This design comes from an exercise in tuning for small area on the open sky130 flow, not from production work. In this exercise RTL edits were held to simulation tests only and were not proved equivalent to the original. Power and IR drop assume default switching activity.

## systolic
module systolic(
    input CLK,
    input [8*8-1:0] i_Data_I_In,
    input [4*8-1:0] i_Data_W_In,
    input [4-1:0] i_EN_W_In,
    input [3-1:0] i_EN_ID_In,
    input [4*24-1:0] i_Psum_In,
    output [4*24-1:0] o_Psum_Out,
    input  [4*16-1:0] i_Addr_P_In,
    input  [4*1-1:0] i_Valid_P_In,
    output [4*16-1:0] o_Addr_P_Out,
    output [4*1-1:0] o_Valid_P_Out
);
Size: roughly 430 I/O pins, ~95000 sq um of cells after synthesis.
Settings: LEC_CHECK=0, CAP_MARGIN=20, CORE_MARGIN=2, CORE_UTILIZATION=55, PLACE_DENSITY=0.7, SLEW_MARGIN=20, SYNTH_HIERARCHICAL=1, SYNTH_MINIMUM_KEEP_SIZE=0; clock period 8.0 ns.
standard.sh (not shown) runs the stock make flow with config.mk's settings and CLKGATE_MAP_FILE= SYNTH_SCRIPT=/design/flow/synth_recipe.tcl, a recipe that flattens the netlist after the stock synthesis.
==> flow/flow/run.sh <==
#!/bin/bash
# Own layout flow: the standard synthesis, then area recovery on its netlist
# (flow/downsize.py puts combinational cells that abc sized up back to drive 1;
# registers are untouched), then the standard layout from floorplan to finish,
# with a clock tree built from larger sink clusters and without dummy loads.
# Each step writes its full output to its own log file in this folder.
set -euo pipefail
R=orfs/results/$FLOW_PLATFORM/systolic/base
bash standard.sh synth > synth.log 2>&1
python3 flow/downsize.py $R/1_2_yosys.v \
  $FLOW_HOME/platforms/$FLOW_PLATFORM/lib/sky130_fd_sc_hd__tt_025C_1v80.lib > downsize.log 2>&1
rm -f $R/1_synth.odb
bash standard.sh \
  CTS_ARGS="-sink_clustering_enable -repair_clock_nets -dont_use_dummy_load -sink_clustering_size 24 -sink_clustering_max_diameter 120" \
  finish > layout.log 2>&1
==> flow/flow/downsize.py <==
#!/usr/bin/env python3
"""Area recovery on the synthesised netlist: every combinational cell that abc
sized up (drive strength 2 or more) goes back to its drive-1 variant when the
library has one.  Flip-flops, buffers and adder cells are left as they are; the
layout's own repair steps size cells up again where timing needs it."""
import re
import sys

net, lib = sys.argv[1], sys.argv[2]
cells = set(re.findall(r'cell\s*\(\s*"?(sky130_fd_sc_hd__\w+?)"?\s*\)', open(lib).read()))
keep = re.compile(r"sky130_fd_sc_hd__(df|edf|sdf|dl|buf|clk|fa_|ha_|conb|tap|fill|decap|diode)")
text = open(net).read()
count = {}


def sub(m):
    name = m.group(0)
    if keep.match(name):
        return name
    base, drive = m.group(1), m.group(2)
    small = f"{base}_1"
    if drive not in ("1", "0") and small in cells:
        count[name] = count.get(name, 0) + 1
        return small
    return name


text = re.sub(r"\b(sky130_fd_sc_hd__\w+?)_(\d+)\b", sub, text)
open(net, "w").write(text)
for k, v in sorted(count.items()):
    print(f"{k} -> _1: {v}")
The starting point completed with no timing, DRC or antenna violations.
Change:
--- a/flow/flow/run.sh
+++ b/flow/flow/run.sh
@@ -3,5 +3,5 @@
 # (flow/downsize.py puts combinational cells that abc sized up back to drive 1;
 # registers are untouched), then the standard layout from floorplan to finish,
-# with a clock tree built from larger sink clusters and without dummy loads.
+# with a clock tree built from larger sink clusters and without dummy loads, and drive-1 port buffers.
 # Each step writes its full output to its own log file in this folder.
 set -euo pipefail
@@ -13,3 +13,4 @@
 bash standard.sh \
   CTS_ARGS="-sink_clustering_enable -repair_clock_nets -dont_use_dummy_load -sink_clustering_size 24 -sink_clustering_max_diameter 120" \
+  BUFFER_PORTS_ARGS="-buffer_cell sky130_fd_sc_hd__buf_1" \
   finish > layout.log 2>&1
=>
- The new run finished with timing, DRC and antenna clean
- maximum frequency climbs by 1.4%
- setup slack improved by 0.11 ns
- final area drops by 3.0%
- via count drops by 0.49%
- utilization drops by 1.9 points
- sequential cell count stays the same
- routed wire length drops by 2.1%
- global-route usage drops by 0.33 points

systolic again, from the RTL that the note above started with.
==> flow/design.v (excerpt) <==
module systolic(
    input CLK,
    input [8*8-1:0] i_Data_I_In,
    input [4*8-1:0] i_Data_W_In,
    input [4-1:0] i_EN_W_In,
    input [3-1:0] i_EN_ID_In,
    input [4*24-1:0] i_Psum_In,
    output [4*24-1:0] o_Psum_Out,
    input  [4*16-1:0] i_Addr_P_In,
    input  [4*1-1:0] i_Valid_P_In,
    output [4*16-1:0] o_Addr_P_Out,
    output [4*1-1:0] o_Valid_P_Out
);
make LEC_CHECK=0 CAP_MARGIN=20 CORE_MARGIN=2 CORE_UTILIZATION=55 CTS_BUF_LIST='sky130_fd_sc_hd__clkbuf_4 sky130_fd_sc_hd__clkbuf_8' CTS_CLUSTER_SIZE=30 PLACE_DENSITY=0.7 SLEW_MARGIN=20 SYNTH_HIERARCHICAL=1 SYNTH_MINIMUM_KEEP_SIZE=0 finish   # period 8.0 ns
run.sh (not shown) runs the stock make flow with config.mk's settings and CLKGATE_MAP_FILE= SYNTH_SCRIPT=/design/flow/synth_recipe.tcl, a recipe that flattens the netlist after the stock synthesis.
Stock flow here: none of the scripts above is used.
==> next run, changes <==
==> flow/flow/run.sh (new file) <==
#!/bin/bash
# Own layout flow: the standard synthesis, then area recovery on its netlist
# (flow/downsize.py puts combinational cells that abc sized up back to drive 1;
# registers are untouched), then the standard layout from floorplan to finish.
# Each step writes its full output to its own log file in this folder.
set -euo pipefail
R=orfs/results/$FLOW_PLATFORM/systolic/base
bash standard.sh synth > synth.log 2>&1
python3 flow/downsize.py $R/1_2_yosys.v \
  $FLOW_HOME/platforms/$FLOW_PLATFORM/lib/sky130_fd_sc_hd__tt_025C_1v80.lib > downsize.log 2>&1
rm -f $R/1_synth.odb
bash standard.sh finish > layout.log 2>&1
==> flow/flow/downsize.py (new file) <==
#!/usr/bin/env python3
"""Area recovery on the synthesised netlist: every combinational cell that abc
sized up (drive strength 2 or more) goes back to its drive-1 variant when the
library has one.  Flip-flops, buffers and adder cells are left as they are; the
layout's own repair steps size cells up again where timing needs it."""
import re
import sys

net, lib = sys.argv[1], sys.argv[2]
cells = set(re.findall(r'cell\s*\(\s*"?(sky130_fd_sc_hd__\w+?)"?\s*\)', open(lib).read()))
keep = re.compile(r"sky130_fd_sc_hd__(df|edf|sdf|dl|buf|clk|fa_|ha_|conb|tap|fill|decap|diode)")
text = open(net).read()
count = {}


def sub(m):
    name = m.group(0)
    if keep.match(name):
        return name
    base, drive = m.group(1), m.group(2)
    small = f"{base}_1"
    if drive not in ("1", "0") and small in cells:
        count[name] = count.get(name, 0) + 1
        return small
    return name


text = re.sub(r"\b(sky130_fd_sc_hd__\w+?)_(\d+)\b", sub, text)
open(net, "w").write(text)
for k, v in sorted(count.items()):
    print(f"{k} -> _1: {v}")
==> flow/standard.sh (new file) <==
#!/bin/bash
# synth_recipe.tcl (not shown) runs the flow's synth.tcl, then flattens the netlist and writes it again
# the make line also repeats each setting of config.mk as NAME=value (left out here)
make -C /OpenROAD-flow-scripts/flow DESIGN_CONFIG=/design/flow/config.mk WORK_HOME=/design/flow/orfs CLKGATE_MAP_FILE= SYNTH_SCRIPT=/design/flow/synth_recipe.tcl "${@:-finish}"
Settings changed: CORE_UTILIZATION 55 to 45, CTS_BUF_LIST sky130_fd_sc_hd__clkbuf_4 sky130_fd_sc_hd__clkbuf_8 to unset, CTS_CLUSTER_SIZE 30 to unset, PLACE_DENSITY 0.7 to 0.6.
removed: flow/run.sh
What happened: Final cell count came out higher by 1.3%. Global-route usage came out lower by 6.2 points. Count of clock-buffer cells in the layout decreases by 217. Fmax goes down by 1.2%. Via count decreases by 3.6%. Design area fell by 4.3%. Total power fell by 2.5%. Area after synthesis shrinks by 5.5%.

afterwards: timing with drivers on the ports:
The flow's constraints put no driver on any port. The routed layouts listed below were extracted and timed again, unchanged, in two steps.
Step 1 (the two cells are an assumption about what drives the block):
set clk [get_ports {CLK}]
set_driving_cell -lib_cell sky130_fd_sc_hd__clkbuf_16 $clk
set_driving_cell -lib_cell sky130_fd_sc_hd__buf_2 [delete_from_list [all_inputs] $clk]
Step 2, shift: input delay + t, output delay - t, t = (earliest + latest rising clock arrival at the registers) / 2. This alone moves slack from input paths to output paths.
Slacks: ideal ports / drivers / drivers and shift; pairs: ideal ports / drivers.
run | t, ns | setup slack, ns | hold slack, ns | worst register clock-pin slew, ns
the first run of note 1 | 0.815 | 0.112 / 0.140 / -0.675 | 0.319 / 0.319 / 0.319 | 0.10 / 0.10
the second run of note 1 | 0.800 | 0.223 / 0.223 / -0.483 | 0.269 / 0.269 / 0.269 | 0.10 / 0.10
the first run of note 2 | 1.105 | 0.204 / 0.213 / -0.892 | 0.312 / 0.312 / 0.312 | 0.07 / 0.07
the second run of note 2 | 0.943 | 0.109 / 0.173 / -0.770 | 0.300 / 0.300 / 0.300 | 0.07 / 0.07
With both steps, setup timing fails in every run listed, where it was met with ideal ports. For the first run of note 2, which loses most, drivers alone change the setup slack by +0.009 ns; drivers and shift together by -1.096 ns.
